This design comes from an exercise in tuning for small area and a short achievable clock period on the open sky130 flow, not from production work. At most, simulation tests tie the RTL to the original design; equivalence was not proved.

Design fir_3tap, start of the top module:
module fir_3tap (input clk,
                 input [7:0] Xin,
                 input [7:0] H0,
                 input [7:0] H1,
                 input [7:0] H2,
                 output reg [15:0] Yout);
Size in the first run: about 700 cells after synthesis, roughly 48 flip-flops, about 49 I/O pins, about 0.0065 sq mm of cells after synthesis.
export LEC_CHECK = 0
export CAP_MARGIN = 20
export CORE_MARGIN = 2
export CORE_UTILIZATION = 55
export CTS_BUF_LIST = sky130_fd_sc_hd__clkbuf_8
export SLEW_MARGIN = 20
export SYNTH_HIERARCHICAL = 1
export SYNTH_MINIMUM_KEEP_SIZE = 0
export TNS_END_PERCENT = 0
create_clock -name core_clock -period 12.5 [get_ports {clk}]
standard.sh (not shown) runs the stock make flow with config.mk's settings and CLKGATE_MAP_FILE= SYNTH_SCRIPT=/design/flow/synth_recipe.tcl, a recipe that flattens the netlist after the stock synthesis.
==> flow/flow/run.sh <==
#!/bin/bash
# The standard layout (standard.sh), with two changes to how it is made:
# - ports are buffered with buf_1 instead of the default delay buffer;
# - repair_timing aims for 6.9 ns of setup slack instead of 0.
set -euo pipefail
export SETUP_SLACK_MARGIN=6.9
export SETUP_MOVE_SEQUENCE=unbuffer,sizeup,swap
export BUFFER_PORTS_ARGS="-buffer_cell sky130_fd_sc_hd__buf_1"
bash standard.sh > standard.log 2>&1
Change:
==> flow/flow/run.sh (replaced) <==
#!/bin/bash
# The standard layout (standard.sh), with two changes to how it is made:
# - ports are buffered with buf_1 instead of the default delay buffer;
# - repair_timing aims for 6.6 ns of setup slack instead of 0.
set -euo pipefail
export SETUP_SLACK_MARGIN=6.6
export BUFFER_PORTS_ARGS="-buffer_cell sky130_fd_sc_hd__buf_1"
bash standard.sh > standard.log 2>&1
Hold slack degrades by 0.014 ns.
Global-route usage falls by 0.64 points.
Setup slack degrades by 0.20 ns.
Change:
CORE_UTILIZATION = 78   (was 55)
Effect:
- first-iteration DRC count goes down by a few percent
- routed wire length goes up by a few percent
- sequential cell count stays the same
- global-route usage came out higher by 11 points

Another version of the RTL of fir_3tap (not shown whole).
Size in the first run: ~690 cells after synthesis, ~48 flip-flops, about 49 I/O pins, ~6500 um2 of cells after synthesis.
export LEC_CHECK = 0
export CAP_MARGIN = 20
export CORE_MARGIN = 2
export CORE_UTILIZATION = 65
export CTS_BUF_LIST = sky130_fd_sc_hd__clkbuf_8
export SLEW_MARGIN = 20
export SYNTH_HIERARCHICAL = 1
export SYNTH_MINIMUM_KEEP_SIZE = 0
create_clock -name core_clock -period 12.5 [get_ports {clk}]
==> flow/flow/run.sh <==
#!/bin/bash
# The standard layout (standard.sh), with two changes to how it is made:
# - ports are buffered with buf_1 instead of the default delay buffer;
# - repair_timing aims for 6.8 ns of setup slack instead of 0.
set -euo pipefail
export SETUP_SLACK_MARGIN=6.8
export BUFFER_PORTS_ARGS="-buffer_cell sky130_fd_sc_hd__buf_1"
bash standard.sh > standard.log 2>&1
The starting point finished clean.
==> next run, changes <==
--- a/flow/flow/run.sh
+++ b/flow/flow/run.sh
@@ -4 +4 @@
-# - repair_timing aims for 6.8 ns of setup slack instead of 0.
+# - repair_timing aims for 6.6 ns of setup slack instead of 0.
@@ -6 +6 @@
-export SETUP_SLACK_MARGIN=6.8
+export SETUP_SLACK_MARGIN=6.6
What happened: Synthesized cell count stays the same. Worst hold slack is worse by 0.011 ns.
==> next run, changes <==
--- a/flow/flow/run.sh
+++ b/flow/flow/run.sh
@@ -4 +4 @@
-# - repair_timing aims for 6.6 ns of setup slack instead of 0.
+# - repair_timing aims for 6.8 ns of setup slack instead of 0.
@@ -6 +6 @@
-export SETUP_SLACK_MARGIN=6.6
+export SETUP_SLACK_MARGIN=6.8
- TNS_END_PERCENT: default -> 0
- sequential share of layout area drops by 0.37 points
- final area went up by 2.7%
- register-to-register slack improved by 0.14 ns
- setup slack is better by 0.15 ns
- non-clock buffer count climbs by 4

fir_3tap, a different RTL version from the one above (not shown whole).
Size in the first run: ~610 cells after synthesis, about 6400 sq um of cells after synthesis.
==> flow/config.mk <==
export PLATFORM = sky130hd
export DESIGN_NAME = fir_3tap
export DESIGN_NICKNAME = fir_3tap
export VERILOG_FILES = /design/flow/design.v
export SDC_FILE = /design/flow/constraint.sdc
export NUM_CORES = 4
export LEC_CHECK = 0
export CAP_MARGIN = 20
export CORE_MARGIN = 2
export CORE_UTILIZATION = 55
export CTS_BUF_LIST = sky130_fd_sc_hd__clkbuf_8
export SLEW_MARGIN = 20
export SYNTH_HIERARCHICAL = 1
export SYNTH_MINIMUM_KEEP_SIZE = 0
export TNS_END_PERCENT = 0
==> flow/constraint.sdc <==
create_clock -name core_clock -period 12.5 [get_ports {clk}]
set_input_delay 2.5000 -clock core_clock [delete_from_list [all_inputs] [get_ports {clk}]]
set_output_delay 2.5000 -clock core_clock [all_outputs]
set_load 0.01 [all_outputs]
==> flow/flow/run.sh <==
#!/bin/bash
# The standard layout (standard.sh), with two changes to how it is made:
# - ports are buffered with buf_1 instead of the default delay buffer;
# - repair_timing aims for 6.9 ns of setup slack instead of 0.
set -euo pipefail
export SETUP_SLACK_MARGIN=6.9
export SETUP_MOVE_SEQUENCE=unbuffer,sizeup,swap
export BUFFER_PORTS_ARGS="-buffer_cell sky130_fd_sc_hd__buf_1"
bash standard.sh > standard.log 2>&1
Rerun with:
==> flow/flow/run.sh (replaced) <==
#!/bin/bash
# The standard layout (standard.sh), with three changes to how it is made:
# - ports are buffered with buf_1 instead of the default delay buffer;
# - repair_timing aims for 6.9 ns of setup slack instead of 0;
# - repair_timing fixes setup by resizing and pin swapping only (no new buffers).
set -euo pipefail
export SETUP_SLACK_MARGIN=6.9
export SETUP_MOVE_SEQUENCE=unbuffer,sizeup,swap
export BUFFER_PORTS_ARGS="-buffer_cell sky130_fd_sc_hd__buf_1"
bash standard.sh > standard.log 2>&1
CORE_UTILIZATION = 45   (was 55)
Result: The new run finished with timing, DRC and antenna clean. Register-to-register slack improved by 0.04 ns. Synthesized area does not change. Global-route usage drops by 3.1 points. Cell count climbs by 4.7%. Core utilization drops by 10 points. Non-clock buffer count drops by 1. First-iteration DRC count drops by 15%. Wire length climbs by 2.9%. Die area climbs by 21%. Sequential share of layout area drops by 0.13 points. Maximum frequency hardly moves.
Rerun with:
==> flow/flow/run.sh (replaced) <==
#!/bin/bash
# The standard layout (standard.sh), with two changes to how it is made:
# - ports are buffered with buf_1 instead of the default delay buffer;
# - repair_timing aims for 6.9 ns of setup slack instead of 0.
set -euo pipefail
export SETUP_SLACK_MARGIN=7.2
export SETUP_MOVE_SEQUENCE=unbuffer,sizeup,swap
export BUFFER_PORTS_ARGS="-buffer_cell sky130_fd_sc_hd__buf_1"
bash standard.sh > standard.log 2>&1
CORE_UTILIZATION = 55   (was 45)
Setup slack gains 0.036 ns.
Synthesized cell count does not change.
Die area came out lower by 18%.
Final cell count shrinks by 4.4%.
Fmax went up by 0.64%.
Design area goes up by 0.37%.
Utilization climbs by 11 points.
Rerun with:
--- a/flow/flow/run.sh
+++ b/flow/flow/run.sh
@@ -4,6 +4,5 @@
 # - repair_timing aims for 6.9 ns of setup slack instead of 0.
 set -euo pipefail
-export SETUP_SLACK_MARGIN=7.2
-export SETUP_MOVE_SEQUENCE=unbuffer,sizeup,swap
+export SETUP_SLACK_MARGIN=6.9
 export BUFFER_PORTS_ARGS="-buffer_cell sky130_fd_sc_hd__buf_1"
 bash standard.sh > standard.log 2>&1
- cell count climbs by 3.1%
- sequential share of layout area drops by 0.19 points
- worst hold slack improves by 0.0061 ns
- worst setup slack improves by 0.014 ns
- routed wire length climbs by 3.8%
- core utilization climbs by 1.4 points
- flip-flop and latch count is unchanged
Function was not checked in any run of this note: the RTL went through the layout flow alone.

-- re-timing with driven ports --
How much do the figures lean on ideal ports? The routed layouts below were timed once more, with nothing changed but the port constraints. Step 1 assumes that a clkbuf_16 drives the clock port and a buf_2 every other input. Step 2 also shifts input and output timing later by t, the mid clock arrival at the registers, as if the neighbouring blocks saw the same clock. a / b / c = ideal ports / drivers / drivers and shift; a / b = the first two.
run	t (ns)	setup slack, ns	worst setup path after step 2	pins driven straight from the clock port
the first run of note 1	0.343	7.003 / 6.985 / 6.642	input to register	1
the second run of note 1	0.338	6.799 / 6.804 / 6.467	input to register	1
the third run of note 1	0.336	6.665 / 6.680 / 6.345	input to register	1
the first run of note 2	0.344	6.908 / 6.919 / 6.576	input to register	1
the second run of note 2	0.337	6.742 / 6.753 / 6.417	input to register	1
the third run of note 2	0.342	6.896 / 6.906 / 6.564	input to register	1
the first run of note 3	0.364	6.932 / 6.935 / 6.580	input to register	1
the second run of note 3	0.367	6.938 / 6.947 / 6.580	input to register	1
the third run of note 3	0.362	6.974 / 6.974 / 6.637	input to register	1
the fourth run of note 3	0.367	6.987 / 6.992 / 6.625	input to register	1
After both steps every run listed still meets setup and hold. For the fourth run of note 3, which loses most, drivers alone change the setup slack by +0.005 ns; drivers and shift together by -0.362 ns.
